This is an optimization exercise on Yosys and OpenROAD, whose aim is small area, not a production implementation.
The RTL was checked by simulation tests, not by an equivalence proof against the original design.
Power and IR drop assume default switching activity.

`flow/design.v`:
```
module salu_mac(a, b, c, force_p1, force_m1, force_r1, force_k4, m);
input  [31:0] a, b, c;
input         force_p1, force_m1, force_r1, force_k4;
output [32:0] m;
wire [33:0] bx = {2'b00, b};
wire [34:0] ax = {2'b00, a, 1'b0};    
wire [16:0] one, two, neg;
wire [32:0] row [0:16];
genvar k, j;
generate
  for (k = 0; k <= 16; k = k + 1) begin : g_row
    wire b_hi = bx[2*k+1];
    wire b_md = bx[2*k];
    wire b_lo = (k == 0) ? 1'b0 : bx[2*k-1];
    wire e_one = b_md ^ b_lo;
    wire e_two = (b_hi & ~b_md & ~b_lo) | (~b_hi & b_md & b_lo);
    if (k == 0) begin : g_o0
      assign one[k] = e_one | force_p1 | force_m1;
      assign neg[k] = b_hi | force_m1;
    end else if (k == 1) begin : g_o1
      assign one[k] = e_one | force_r1;
      assign neg[k] = b_hi;
    end else begin : g_on
      assign one[k] = e_one;
      assign neg[k] = b_hi;
    end
    assign two[k] = e_two;
    for (j = 0; j <= 32; j = j + 1) begin : g_bit
      if (j < 2*k) begin : g_z
        assign row[k][j] = 1'b0;
      end else begin : g_pp
        assign row[k][j] = ((one[k] & ax[j-2*k+1]) | (two[k] & ax[j-2*k])) ^ neg[k];
      end
    end
  end
endgenerate
wire [32:0] negv;
generate
  for (j = 0; j <= 32; j = j + 1) begin : g_neg
    if (j % 2 == 0 && j < 32) begin : g_n
      if (j == 2) begin : g_n2
        assign negv[j] = neg[j/2] | force_k4;
      end else begin : g_nn
        assign negv[j] = neg[j/2];
      end
    end else begin : g_nz
      assign negv[j] = 1'b0;
    end
  end
endgenerate
assign m = row[0] + row[1] + row[2] + row[3] + row[4] + row[5] + row[6] + row[7] +
           row[8] + row[9] + row[10] + row[11] + row[12] + row[13] + row[14] +
           row[15] + row[16] + negv + {1'b0, c};
endmodule
module salu(
      issue_source_reg1,
      issue_source_reg2,
      issue_dest_reg,
      issue_imm_value0,
      issue_imm_value1,
      issue_opcode,
      issue_wfid,
      issue_alu_select,
      exec_rd_exec_value,
      exec_rd_vcc_value,
      exec_rd_m0_value,
      exec_rd_scc_value,
      sgpr_source2_data,
      sgpr_source1_data,
      issue_instr_pc,
      exec_wr_exec_en,
      exec_wr_vcc_en,
      exec_wr_m0_en,
      exec_wr_scc_en,
      exec_wr_exec_value,
      exec_wr_vcc_value,
      exec_wr_m0_value,
      exec_wr_scc_value,
      exec_wr_wfid,
      exec_rd_en,
      exec_rd_wfid,
      sgpr_dest_data,
      sgpr_dest_addr,
      sgpr_dest_wr_en,
      sgpr_source2_addr,
      sgpr_source1_addr,
      sgpr_source1_rd_en,
      sgpr_source2_rd_en,
      issue_alu_ready,
      sgpr_instr_done_wfid,
      sgpr_instr_done,
      fetchwaveissue_branch_wfid,
      fetchwaveissue_branch_en,
      fetchwaveissue_branch_taken,
      fetch_branch_pc_value,
      tracemon_retire_pc,
      tracemon_exec_word_sel,
      tracemon_vcc_word_sel,
      clk,
      rst
 );
input clk;
input rst;
input issue_alu_select, exec_rd_scc_value;
input[5:0] issue_wfid;
input[11:0] issue_source_reg1, issue_source_reg2, issue_dest_reg;
input[15:0] issue_imm_value0;
input[31:0] issue_imm_value1, exec_rd_m0_value, issue_instr_pc, issue_opcode;
input[63:0] sgpr_source2_data, sgpr_source1_data,
            exec_rd_exec_value, exec_rd_vcc_value;
output exec_wr_exec_en, exec_wr_vcc_en, exec_wr_m0_en, exec_wr_scc_en,
         exec_wr_scc_value, exec_rd_en, sgpr_source1_rd_en, sgpr_source2_rd_en, issue_alu_ready, sgpr_instr_done,
         fetchwaveissue_branch_en, fetchwaveissue_branch_taken;
output [1:0] sgpr_dest_wr_en, tracemon_exec_word_sel, tracemon_vcc_word_sel;
output[5:0] exec_wr_wfid, exec_rd_wfid, sgpr_instr_done_wfid, fetchwaveissue_branch_wfid;
output[8:0] sgpr_dest_addr, sgpr_source2_addr, sgpr_source1_addr;
output[31:0] exec_wr_m0_value, fetch_branch_pc_value, tracemon_retire_pc;
output[63:0] exec_wr_exec_value, exec_wr_vcc_value, sgpr_dest_data;
localparam [5:0]
  OP_NOP = 6'd0,
  OP_BR = 6'd1, OP_BR_SCC0 = 6'd2, OP_BR_SCC1 = 6'd3, OP_BR_VCCZ = 6'd4,
  OP_BR_VCCNZ = 6'd5, OP_BR_EXECZ = 6'd6, OP_BR_EXECNZ = 6'd7,
  OP_MOV32 = 6'd8, OP_MOV64 = 6'd9, OP_NOT32 = 6'd10, OP_SAVEEXEC = 6'd11,
  OP_ADD_U = 6'd12, OP_SUB_U = 6'd13, OP_ADD_I = 6'd14, OP_SUB_I = 6'd15,
  OP_MIN = 6'd16, OP_MAX = 6'd17, OP_AND32 = 6'd18, OP_AND64 = 6'd19,
  OP_OR32 = 6'd20, OP_OR64 = 6'd21, OP_ANDN2 = 6'd22, OP_SHL = 6'd23,
  OP_SHR = 6'd24, OP_MUL = 6'd25, OP_CMP_EQ = 6'd26, OP_CMP_LEI = 6'd27,
  OP_CMP_GEU = 6'd28, OP_CMP_LEU = 6'd29, OP_CMP_Z = 6'd30, OP_MOVK = 6'd31,
  OP_ADDK = 6'd32, OP_MULK = 6'd33;
localparam [2:0] D_NONE = 3'd0, D_SGPR = 3'd1, D_VLO = 3'd2, D_VHI = 3'd3,
                 D_ELO = 3'd4, D_EHI = 3'd5, D_M0 = 3'd6;
reg [5:0] op_dec;
wire [23:0] opn = issue_opcode[23:0];
always @(*) begin
  op_dec = OP_NOP;
  case (issue_opcode[31:24])
    8'h01: case (opn)
      24'h000002: op_dec = OP_BR;
      24'h000004: op_dec = OP_BR_SCC0;
      24'h000005: op_dec = OP_BR_SCC1;
      24'h000006: op_dec = OP_BR_VCCZ;
      24'h000007: op_dec = OP_BR_VCCNZ;
      24'h000008: op_dec = OP_BR_EXECZ;
      24'h000009: op_dec = OP_BR_EXECNZ;
      default:    op_dec = OP_NOP;
    endcase
    8'h02: case (opn)
      24'h000003: op_dec = OP_MOV32;
      24'h000004: op_dec = OP_MOV64;
      24'h000007: op_dec = OP_NOT32;
      24'h000024: op_dec = OP_SAVEEXEC;
      default:    op_dec = OP_NOP;
    endcase
    8'h08: case (opn)
      24'h000000: op_dec = OP_ADD_U;
      24'h000001: op_dec = OP_SUB_U;
      24'h000002: op_dec = OP_ADD_I;
      24'h000003: op_dec = OP_SUB_I;
      24'h000007: op_dec = OP_MIN;
      24'h000008: op_dec = OP_MAX;
      24'h000009: op_dec = OP_MAX;
      24'h00000E: op_dec = OP_AND32;
      24'h00000F: op_dec = OP_AND64;
      24'h000010: op_dec = OP_OR32;
      24'h000011: op_dec = OP_OR64;
      24'h000015: op_dec = OP_ANDN2;
      24'h00001E: op_dec = OP_SHL;
      24'h000020: op_dec = OP_SHR;
      24'h000022: op_dec = OP_SHR;
      24'h000026: op_dec = OP_MUL;
      default:    op_dec = OP_NOP;
    endcase
    8'h04: case (opn)
      24'h000000: op_dec = OP_CMP_EQ;
      24'h000005: op_dec = OP_CMP_LEI;
      24'h000009: op_dec = OP_CMP_GEU;
      24'h00000B: op_dec = OP_CMP_LEU;
      24'h000001, 24'h000002, 24'h000003, 24'h000004,
      24'h000006, 24'h000007, 24'h000008, 24'h00000A: op_dec = OP_CMP_Z;
      default:    op_dec = OP_NOP;
    endcase
    8'h10: case (opn)
      24'h000000: op_dec = OP_MOVK;
      24'h00000F: op_dec = OP_ADDK;
      24'h000010: op_dec = OP_MULK;
      default:    op_dec = OP_NOP;
    endcase
    default: op_dec = OP_NOP;
  endcase
end
reg [2:0] dk_dec;
always @(*) begin
  casez (issue_dest_reg)
    12'b110?????????: dk_dec = D_SGPR;
    12'hE01: dk_dec = D_VLO;
    12'hE02: dk_dec = D_VHI;
    12'hE08: dk_dec = D_ELO;
    12'hE10: dk_dec = D_EHI;
    12'hE04: dk_dec = D_M0;
    default: dk_dec = D_NONE;
  endcase
end
reg        v1;
reg [5:0]  op1, wfid1;
reg [2:0]  dk1;
reg [8:0]  da1;
reg [11:0] sr1, sr2;
reg [15:0] imm0_1;
reg [31:0] imm1_1, pc1;
always @(posedge clk or posedge rst)
  if (rst) v1 <= 1'b0;
  else     v1 <= issue_alu_select;
always @(posedge clk) begin
  op1    <= op_dec;
  dk1    <= dk_dec;
  da1    <= issue_dest_reg[8:0];
  wfid1  <= issue_wfid;
  sr1    <= issue_source_reg1;
  sr2    <= issue_source_reg2;
  imm0_1 <= issue_imm_value0;
  imm1_1 <= issue_imm_value1;
  pc1    <= issue_instr_pc;
end
assign sgpr_source1_addr  = sr1[8:0];
assign sgpr_source2_addr  = sr2[8:0];
assign sgpr_source1_rd_en = v1;
assign sgpr_source2_rd_en = v1;
assign exec_rd_wfid       = wfid1;
wire is_br1 = (op1[5:3] == 3'b000) & (op1 != OP_NOP);
assign exec_rd_en = v1 & ((sr1[11] & sr1[10]) | (sr2[11] & sr2[10]) | is_br1);
wire vccz  = ~(|exec_rd_vcc_value);
wire execz = ~(|exec_rd_exec_value);
wire sndimm1  = is_br1 | (op1 == OP_MOVK) | (op1 == OP_ADDK) | (op1 == OP_MULK);
wire bit64_1  = (op1 == OP_MOV64) | (op1 == OP_SAVEEXEC) | (op1 == OP_AND64) |
                (op1 == OP_OR64) | (op1 == OP_ANDN2);
wire saveex1  = (op1 == OP_SAVEEXEC);
wire xzero1   = (op1 == OP_MOVK);
wire yzero1   = (op1 == OP_MOV32) | (op1 == OP_MOV64);
function [31:0] special;
  input [7:0] s;
  input [63:0] vcc, exec;
  input [31:0] m0;
  input vz, ez, scc;
  begin
    case (s)
      8'h01: special = vcc[31:0];
      8'h02: special = vcc[63:32];
      8'h04: special = m0;
      8'h08: special = exec[31:0];
      8'h10: special = exec[63:32];
      8'h20: special = {31'b0, vz};
      8'h40: special = {31'b0, ez};
      8'h80: special = {31'b0, scc};
      default: special = 32'b0;
    endcase
  end
endfunction
function [31:0] srclo;
  input [11:0] s;
  input [31:0] sg, imm1, sp;
  begin
    if (s[11])
      srclo = s[10] ? (s[9] ? sp : sg) : 32'b0;
    else if (s[10:0] == 11'h7FF)
      srclo = imm1;
    else
      srclo = {{22{s[9]}}, s[9:0]};
  end
endfunction
function [31:0] srchi;
  input [11:0] s;
  input [31:0] sg, vcc, exec;
  begin
    if (~s[9])                srchi = sg;
    else if (s[7:0] == 8'h08) srchi = exec;
    else if (s[7:0] == 8'h01) srchi = vcc;
    else                      srchi = 32'b0;
  end
endfunction
wire [31:0] sp1 = special(sr1[7:0], exec_rd_vcc_value, exec_rd_exec_value,
                          exec_rd_m0_value, vccz, execz, exec_rd_scc_value);
wire [31:0] sp2 = special(sr2[7:0], exec_rd_vcc_value, exec_rd_exec_value,
                          exec_rd_m0_value, vccz, execz, exec_rd_scc_value);
wire [31:0] x_lo = is_br1 ? pc1 :
                   xzero1 ? 32'b0 :
                   srclo(sr1, sgpr_source1_data[31:0], imm1_1, sp1);
reg [31:0] x_hi;
always @(*) begin
  if (bit64_1)
    x_hi = srchi(sr1, sgpr_source1_data[63:32], exec_rd_vcc_value[63:32],
                 exec_rd_exec_value[63:32]);
  else case (dk1)
    D_VLO:   x_hi = exec_rd_vcc_value[63:32];
    D_VHI:   x_hi = exec_rd_vcc_value[31:0];
    D_ELO:   x_hi = exec_rd_exec_value[63:32];
    D_EHI:   x_hi = exec_rd_exec_value[31:0];
    default: x_hi = 32'b0;
  endcase
end
wire [31:0] y_lo = saveex1 ? exec_rd_exec_value[31:0] :
                   yzero1 ? 32'b0 :
                   sndimm1 ? {{16{imm0_1[15]}}, imm0_1} :
                   srclo(sr2, sgpr_source2_data[31:0], imm1_1, sp2);
wire [31:0] y_hi = saveex1 ? exec_rd_exec_value[63:32] :
                   (bit64_1 & ~yzero1) ?
                     srchi(sr2, sgpr_source2_data[63:32], exec_rd_vcc_value[63:32],
                           exec_rd_exec_value[63:32]) : 32'b0;
reg taken1;
always @(*) begin
  case (op1)
    OP_BR:        taken1 = 1'b1;
    OP_BR_SCC0:   taken1 = ~exec_rd_scc_value;
    OP_BR_SCC1:   taken1 = exec_rd_scc_value;
    OP_BR_VCCZ:   taken1 = vccz;
    OP_BR_VCCNZ:  taken1 = ~vccz;
    OP_BR_EXECZ:  taken1 = execz;
    OP_BR_EXECNZ: taken1 = ~execz;
    default:      taken1 = 1'b0;
  endcase
end
reg [5:0]  op2, wfid2;
reg [2:0]  dk2;
reg [8:0]  da2;
reg        taken2;
reg [31:0] pc2;
reg [63:0] x2, y2;
always @(posedge clk or posedge rst)
  if (rst) begin
    op2 <= OP_NOP;
    dk2 <= D_NONE;
  end else begin
    op2 <= v1 ? op1 : OP_NOP;
    dk2 <= v1 ? dk1 : D_NONE;
  end
always @(posedge clk) begin
  wfid2  <= wfid1;
  da2    <= da1;
  taken2 <= taken1;
  pc2    <= pc1;
  x2     <= {x_hi, x_lo};
  y2     <= {y_hi, y_lo};
end
wire [31:0] xl = x2[31:0], yl = y2[31:0];
wire o_br_t   = (op2 == OP_BR) | (op2 == OP_BR_SCC0) | (op2 == OP_BR_SCC1) |
                (op2 == OP_BR_VCCZ) | (op2 == OP_BR_EXECZ);
wire o_is_br  = (op2[5:3] == 3'b000) & (op2 != OP_NOP);
wire o_add    = (op2 == OP_ADD_U) | (op2 == OP_ADD_I) | (op2 == OP_ADDK);
wire o_sub    = (op2 == OP_SUB_U) | (op2 == OP_SUB_I) | (op2 == OP_MIN) |
                (op2 == OP_MAX) | (op2 == OP_CMP_EQ) | (op2 == OP_CMP_LEI) |
                (op2 == OP_CMP_GEU) | (op2 == OP_CMP_LEU) | (op2 == OP_CMP_Z);
wire o_mul    = (op2 == OP_MUL) | (op2 == OP_MULK);
wire o_shl    = (op2 == OP_SHL);
wire o_shr    = (op2 == OP_SHR);
wire o_bit64  = (op2 == OP_MOV64) | (op2 == OP_SAVEEXEC) | (op2 == OP_AND64) |
                (op2 == OP_OR64) | (op2 == OP_ANDN2);
wire o_saveex = (op2 == OP_SAVEEXEC);
wire o_and    = (op2 == OP_AND32) | (op2 == OP_AND64) | (op2 == OP_SAVEEXEC);
wire o_or     = (op2 == OP_OR32) | (op2 == OP_OR64) | (op2 == OP_MOV32) |
                (op2 == OP_MOV64) | (op2 == OP_MOVK);
wire o_andn   = (op2 == OP_ANDN2);
wire o_not    = (op2 == OP_NOT32);
wire o_minmax = (op2 == OP_MIN) | (op2 == OP_MAX);
wire o_mac_r  = o_br_t | o_add | (op2 == OP_SUB_U) | (op2 == OP_SUB_I) | o_mul | o_shl | o_shr;
wire [31:0] shdec = 32'b1 << yl[4:0];
wire [31:0] xrev;
genvar i;
generate
  for (i = 0; i < 32; i = i + 1) begin : g_rev
    assign xrev[i] = xl[31-i];
  end
endgenerate
wire [31:0] mac_a = (o_shl | o_shr) ? shdec : yl;
wire [31:0] mac_b = (o_mul | o_shl) ? xl : o_shr ? xrev : 32'b0;
wire [31:0] mac_c = (o_add | o_sub | o_br_t) ? xl : 32'b0;
wire [32:0] m;
salu_mac mac(
  .a(mac_a), .b(mac_b), .c(mac_c),
  .force_p1(o_add), .force_m1(o_sub), .force_r1(o_br_t), .force_k4(o_br_t),
  .m(m)
);
wire [31:0] mrev;
generate
  for (i = 0; i < 32; i = i + 1) begin : g_mrev
    assign mrev[i] = m[31-i];
  end
endgenerate
wire lt = m[32];                  
wire eq = ~(|m[31:0]);
wire ovf = m[31] ^ xl[31] ^ yl[31] ^ m[32];
wire pick_x = (op2 == OP_MIN) ? lt : ~lt;
reg [63:0] lg;
always @(*) begin
  if (o_and)       lg = x2 & y2;
  else if (o_or)   lg = x2 | y2;
  else if (o_andn) lg = x2 & ~y2;
  else if (o_not)  lg = ~x2;
  else if (o_minmax) lg = pick_x ? x2 : y2;
  else             lg = 64'b0;
end
wire [31:0] r_lo = o_mac_r ? (o_shr ? mrev : m[31:0]) : lg[31:0];
wire [31:0] r_hi = lg[63:32];
wire zlo = ~(|r_lo);
wire zhi = ~(|r_hi);
reg scc2, scc_en2;
always @(*) begin
  scc2 = 1'b0;
  scc_en2 = 1'b1;
  case (op2)
    OP_NOT32, OP_AND32, OP_OR32, OP_SHL, OP_SHR: scc2 = ~zlo;
    OP_AND64, OP_OR64, OP_ANDN2, OP_SAVEEXEC:    scc2 = ~(zlo & zhi);
    OP_ADD_U, OP_SUB_U, OP_MULK:                 scc2 = m[32];
    OP_ADD_I, OP_SUB_I, OP_ADDK:                 scc2 = ovf;
    OP_MIN:     scc2 = lt;
    OP_MAX:     scc2 = ~lt & ~eq;
    OP_CMP_EQ:  scc2 = eq;
    OP_CMP_LEI: scc2 = (xl[31] & yl[31]) ? ~lt :
                       xl[31] ? 1'b1 :
                       yl[31] ? 1'b0 : (lt | eq);
    OP_CMP_GEU: scc2 = ~lt;
    OP_CMP_LEU: scc2 = lt | eq;
    OP_CMP_Z:   scc2 = 1'b0;
    default:    scc_en2 = 1'b0;
  endcase
end
wire lo32 = ~o_bit64 & ((dk2 == D_VLO) | (dk2 == D_ELO));
wire hi32 = ~o_bit64 & ((dk2 == D_VHI) | (dk2 == D_EHI));
wire [63:0] wa = { lo32 ? x2[63:32] : hi32 ? r_lo : r_hi,
                   hi32 ? x2[63:32] : r_lo };
wire [63:0] wb = o_saveex ? y2 : {r_hi, r_lo};
wire [1:0] ws_full = o_bit64 ? 2'b11 : 2'b01;
wire [1:0] ws_high = o_bit64 ? 2'b11 : 2'b10;
wire [1:0] sgpr_en2 = (dk2 == D_SGPR) ? ws_full : 2'b00;
wire [1:0] vcc_ws2  = (dk2 == D_VLO) ? ws_full : (dk2 == D_VHI) ? ws_high : 2'b00;
wire [1:0] exec_ws2 = ((dk2 == D_ELO) ? ws_full : (dk2 == D_EHI) ? ws_high : 2'b00) |
                      {2{o_saveex}};
wire m0_en2 = (dk2 == D_M0);
reg [1:0]  sgpr_en3, vcc_ws3, exec_ws3;
reg        m0_en3, scc_en3, br_en3;
reg        scc3, taken3;
reg [5:0]  wfid3;
reg [8:0]  da3;
reg [31:0] pc3;
reg [63:0] wa3, wb3;
always @(posedge clk or posedge rst)
  if (rst) begin
    sgpr_en3 <= 2'b00;
    vcc_ws3  <= 2'b00;
    exec_ws3 <= 2'b00;
    m0_en3   <= 1'b0;
    scc_en3  <= 1'b0;
    br_en3   <= 1'b0;
  end else begin
    sgpr_en3 <= sgpr_en2;
    vcc_ws3  <= vcc_ws2;
    exec_ws3 <= exec_ws2;
    m0_en3   <= m0_en2;
    scc_en3  <= scc_en2;
    br_en3   <= o_is_br;
  end
always @(posedge clk) begin
  scc3   <= scc2;
  taken3 <= taken2;
  wfid3  <= wfid2;
  da3    <= da2;
  pc3    <= pc2;
  wa3    <= wa;
  wb3    <= wb;
end
assign exec_wr_exec_en = |exec_ws3;
assign exec_wr_vcc_en  = |vcc_ws3;
assign exec_wr_m0_en   = m0_en3;
assign exec_wr_scc_en  = scc_en3;
assign sgpr_dest_wr_en = sgpr_en3;
assign exec_wr_exec_value = wa3;
assign exec_wr_vcc_value  = wa3;
assign exec_wr_m0_value   = wa3[31:0];
assign exec_wr_scc_value  = scc3;
assign sgpr_dest_data     = wb3;
assign sgpr_dest_addr     = da3;
assign fetch_branch_pc_value = wb3[31:0];
assign exec_wr_wfid = wfid3;
assign sgpr_instr_done_wfid = wfid3;
assign fetchwaveissue_branch_wfid = wfid3;
assign sgpr_instr_done = (|exec_ws3) | (|vcc_ws3) | m0_en3 | scc_en3 | (|sgpr_en3);
assign fetchwaveissue_branch_en = br_en3;
assign fetchwaveissue_branch_taken = taken3;
assign tracemon_retire_pc = pc3;
assign tracemon_exec_word_sel = exec_ws3;
assign tracemon_vcc_word_sel = vcc_ws3;
assign issue_alu_ready = 1'b1;
endmodule
```
`flow/run.sh`:
```
#!/bin/bash
# synth_recipe.tcl (not shown) runs the flow's synth.tcl, then flattens the netlist and writes it again
# the make line also repeats each setting of config.mk as NAME=value (left out here)
make -C /OpenROAD-flow-scripts/flow DESIGN_CONFIG=/design/flow/config.mk WORK_HOME=/design/flow/orfs CLKGATE_MAP_FILE= SYNTH_SCRIPT=/design/flow/synth_recipe.tcl finish
```
`flow/config.mk`:
```
export PLATFORM = sky130hd
export DESIGN_NAME = salu
export DESIGN_NICKNAME = salu
export VERILOG_FILES = /design/flow/design.v
export SDC_FILE = /design/flow/constraint.sdc
export NUM_CORES = 4
export LEC_CHECK = 0
export CAP_MARGIN = 20
export CORE_MARGIN = 2
export CORE_UTILIZATION = 35
export SLEW_MARGIN = 20
```
`flow/constraint.sdc`:
```
create_clock -name core_clock -period 11.0 [get_ports {clk}]
set_input_delay 2.2000 -clock core_clock [delete_from_list [all_inputs] [get_ports {clk}]]
set_output_delay 2.2000 -clock core_clock [all_outputs]
set_load 0.01 [all_outputs]
```
==> impl_metrics.json <==
{
  "cts-hold-fix-buffers": 0,
  "arrival_ns": 11.13,
  "synthArstFlopShare": 0.03800,
  "use_met2": 0.6215,
  "die_w_um": 354.4,
  "synth_top_family_by_area": "compound AO/OA/AOI/OAI gates",
  "layout-area-overhead-vs-synth_pct": 30.05,
  "netlist_instances": 5561,
  "finalCriticalPeriod_ns": 10.59,
  "cts_sinks": 500,
  "comb_power_share": 0.178,
  "synth.area.mux_share": 0.02333,
  "synth_common_cells": "a21oi_1 (562), o21ai_0 (545), nor2_1 (499)",
  "use_met1": 0.5345,
  "post-route-period-util": 0.9631,
  "slew-limit-headroom": 0.1509,
  "fp-row-count": 128,
  "antenna_found_initial": 42,
  "seq_area_frac_synth": 0.2352,
  "syn_avg_cell_area_sq_um": 7.725,
  "cp-end-kind": "register",
  "synth_edf_count": 0,
  "p_leak_nw": 22.26,
  "grt_first_pass_wirelength_um": 373600,
  "ant_nets": 0,
  "root_buffer": "clkbuf_16",
  "fmax_mhz": 94.39,
  "post-route-cell-area_sq_um": 55870,
  "power.internal_mw": 3.266,
  "drive_gt1_frac": 0.1119,
  "met3_usage": 0.1061,
  "pwr-share-seq": 0.426,
  "pwr-share-clk": 0.396,
  "finalSetupViolCount": 0,
  "synth.most_common_cell": "a21oi_1",
  "port-buffer-count": 801,
  "cts_buffers": 54,
  "worstMarginPinSlew_ns": 1.260,
  "synth_area_sq_um": 42960,
  "cts_resized": 0,
  "top_usage_layer": "met2",
  "switching_share": 0.3021,
  "status": "no timing/DRC/antenna violations",
  "overflow": 0,
  "coreArea_sq_um": 121700,
  "cp.required_ns": 11.53,
  "htreeDepth": 2,
  "dieArea_sq_um": 125600,
  "synth_xor_area_frac": 0.03888,
  "r2r-start": "op2[4]",
  "p_per_area_nw_per_um2": 83.76,
  "routed_wirelength_um": 272100,
  "critPathMostFrequentCell": "fa_1",
  "finalHoldViolations": 0,
  "drt-wirelength-per-cell_um": 34.43,
  "synth_simple_gate_area_frac": 0.1450,
  "yosys_warnings": 2,
  "grt_pass1_vias": 47200,
  "die_y_um": 354.4,
  "placed_area_sq_um": 53880,
  "rrSetupSlack_ns": 0.41,
  "whs_path_depth": 0,
  "drt_iter0_markers": 7738,
  "final_max_slew_viol_count": 0,
  "critPathKind": "register to register",
  "rr_endpoint": "scc3",
  "vdd_drop_max_mv": 0.1395,
  "place_ws_ns": 0.3551,
  "fin_nets": 7008,
  "ios": 803,
  "synth.distinct_cells": 96,
  "synth_top_area_share": 0.2241,
  "power_switching_mw": 1.414,
  "start_kind": "register",
  "clk_pin_slew_ns": 0.07,
  "worstRegToRegCells": 39,
  "finClkSkew_ns": 0.02130,
  "synth_largest_area_cell": "dfxtp_1",
  "min_from": "pc2[4]",
  "synth_adder_area_share": 0.1443,
  "syn_nets": 6354,
  "grt_max_degree": 83,
  "worstSkewPairLatency_ns": 0.66,
  "firstDrtPassIters": 13,
  "min_to": "pc3[4]",
  "synth_compound_area_frac": 0.3131,
  "cp_max_fo": 35,
  "vias": 50330,
  "synth_area_leaders": "dfxtp_1 (22%), fa_1 (11%), a21oi_1 (6.5%), o21ai_0 (6.3%), nor2_1 (4.4%)",
  "dpl.hpwl_um": 216400,
  "fin_ws_ns": 0.4055,
  "synthFlopType": "dfxtp_1",
  "hold_class": "register to register",
  "cp_slowest_cell": "fa_1",
  "viasPerCell": 6.368,
  "cpPeakStageDelay_ns": 0.58,
  "synth_seq_cells": 500,
  "gp_congestion": 1.054,
  "grt_usage": 0.4165,
  "maxCapViolations": 0,
  "cts_tree": "yes",
  "drc": 0,
  "start_util": 0.3530,
  "post_cts_buffers": 0,
  "clockBufferDepth": 3
}
==> kinds of logic (layout without fill, tap and decap cells) <==
family / Yosys count / count (layout)
buffers and inverters: 967 / 1664
AOI/OAI and AO/OA: 2121 / 2121
muxes: 98 / 98
and+or+nand+nor: 1345 / 1345
xor gates and xnor gates: 181 / 181
DFF: 500 / 500
adders and majority gates: 348 / 348
other: 1 / 22
==> how the worst max path moves through the flow <==
stage	startpoint	endpoint	slack, ns
after floorplan	op2[4]	scc3	0.77
after global placement	op2[1]	scc3	0.38
after detailed placement	op2[1]	scc3	0.36
after CTS	op2[1]	scc3	0.29
after global routing	op2[4]	scc3	-0.008
final	op2[4]	scc3	0.41
==> critical path: cells and delay by family, from the launching register on <==
family | cells | cell delay [ns]
and+or+nand+nor | 9 | 2.25
buffers and inverters | 9 | 1.38
xor gates and xnor gates | 2 | 0.37
AOI/OAI and AO/OA | 11 | 2.42
adders and majority gates | 7 | 3.27
DFF | 1 | 0.44
muxes | 1 | 0.30
==> metal layers <==
| layer | wire [um] | vias up |
|---|---|---|
| li1 | - | 21270 |
| met1 | 104500 | 24510 |
| met2 | 116400 | 3726 |
| met3 | 30160 | 791 |
| met4 | 20860 | 32 |
| met5 | 207 | - |
==> power groups by stage <==
stage	sequential (mW)	clock, mW	combinational, mW
3_3_place_gp	2.02	0	0.792
4_1_cts	1.99	1.87	0.794
3_5_place_dp	2.02	0	0.791
6_report	1.99	1.85	0.833
5_1_grt	1.99	1.94	0.844
2_1_floorplan	1.96	0	0.282
==> registers in the layout (all words and copies together), names as in the netlist, 9 cells and up <==
name and count:
sr1 12, pc1 32, da3 9, sr2 12, x2 64, da1 9
wb3 64, pc2 32, imm0_1 16, da2 9, wa3 64, imm1_1 32
y2 64, pc3 32
==> placed cells by master (no fill, tap or decap), drive strengths merged, types with 59 or more instances in the layout <==
cell	n
a21oi	562
a221oi	73
a22o	80
a22oi	166
buf	487
clkbuf	76
clkdlybuf4s50	801
dfxtp	481
fa	246
ha	101
inv	284
mux2i	81
nand2	378
nor2	500
nor2b	64
nor3	59
nor4	61
o21ai	555
o221ai	90
o22ai	228
xnor2	124
==> final cells by class <==
type	count	area, sq um
diodes	21	52.55
clock buffers	76	1555
clock inverters	23	225.2
well taps	1625	2033
fillers	12310	65850
inverters	277	1040
repair buffers	1288	11970
multi-input cells	4094	28880
flip-flops and latches	500	10110
==> stage by stage <==
stage / power [mW] / util / hold WS [ns] / TNS (ns) / instances
3_5_place_dp: 2.816 / 0.4427 / 0.3121 / 0 / 7784
3_3_place_gp: 2.816 / 0.4427 / 0.3100 / 0 / 7784
4_1_cts: 4.652 / 0.4573 / 0.3174 / 0 / 7883
2_1_floorplan: 2.239 / - / 0.3096 / 0 / 5561
6_report: 4.680 / 0.4590 / 0.3208 / 0 / 7904
5_1_grt: 4.772 / 0.4586 / 0.3150 / -0.008158 / 7886

re-timing with driven ports:
How much do the figures lean on ideal ports? The routed layout below was timed once more, with nothing changed but the port constraints.
Step 1, drivers: a clkbuf_16 drives clk and a buf_2 each remaining input, both assumed.
Step 2, shift: input delay + t, output delay - t, t = (earliest + latest rising clock arrival at the registers) / 2. This alone moves slack from input paths to output paths.
Slacks: ideal / step 1 / step 2; pairs: ideal / step 1.
t (ns): 0.732
setup slack, ns: 0.405 / 0.405 / 0.405
worst slew at a driven data input, ns: 0.22
After both steps this run still meets setup and hold. For this run, drivers alone change the setup slack by 0.000 ns; drivers and shift together by 0.000 ns.
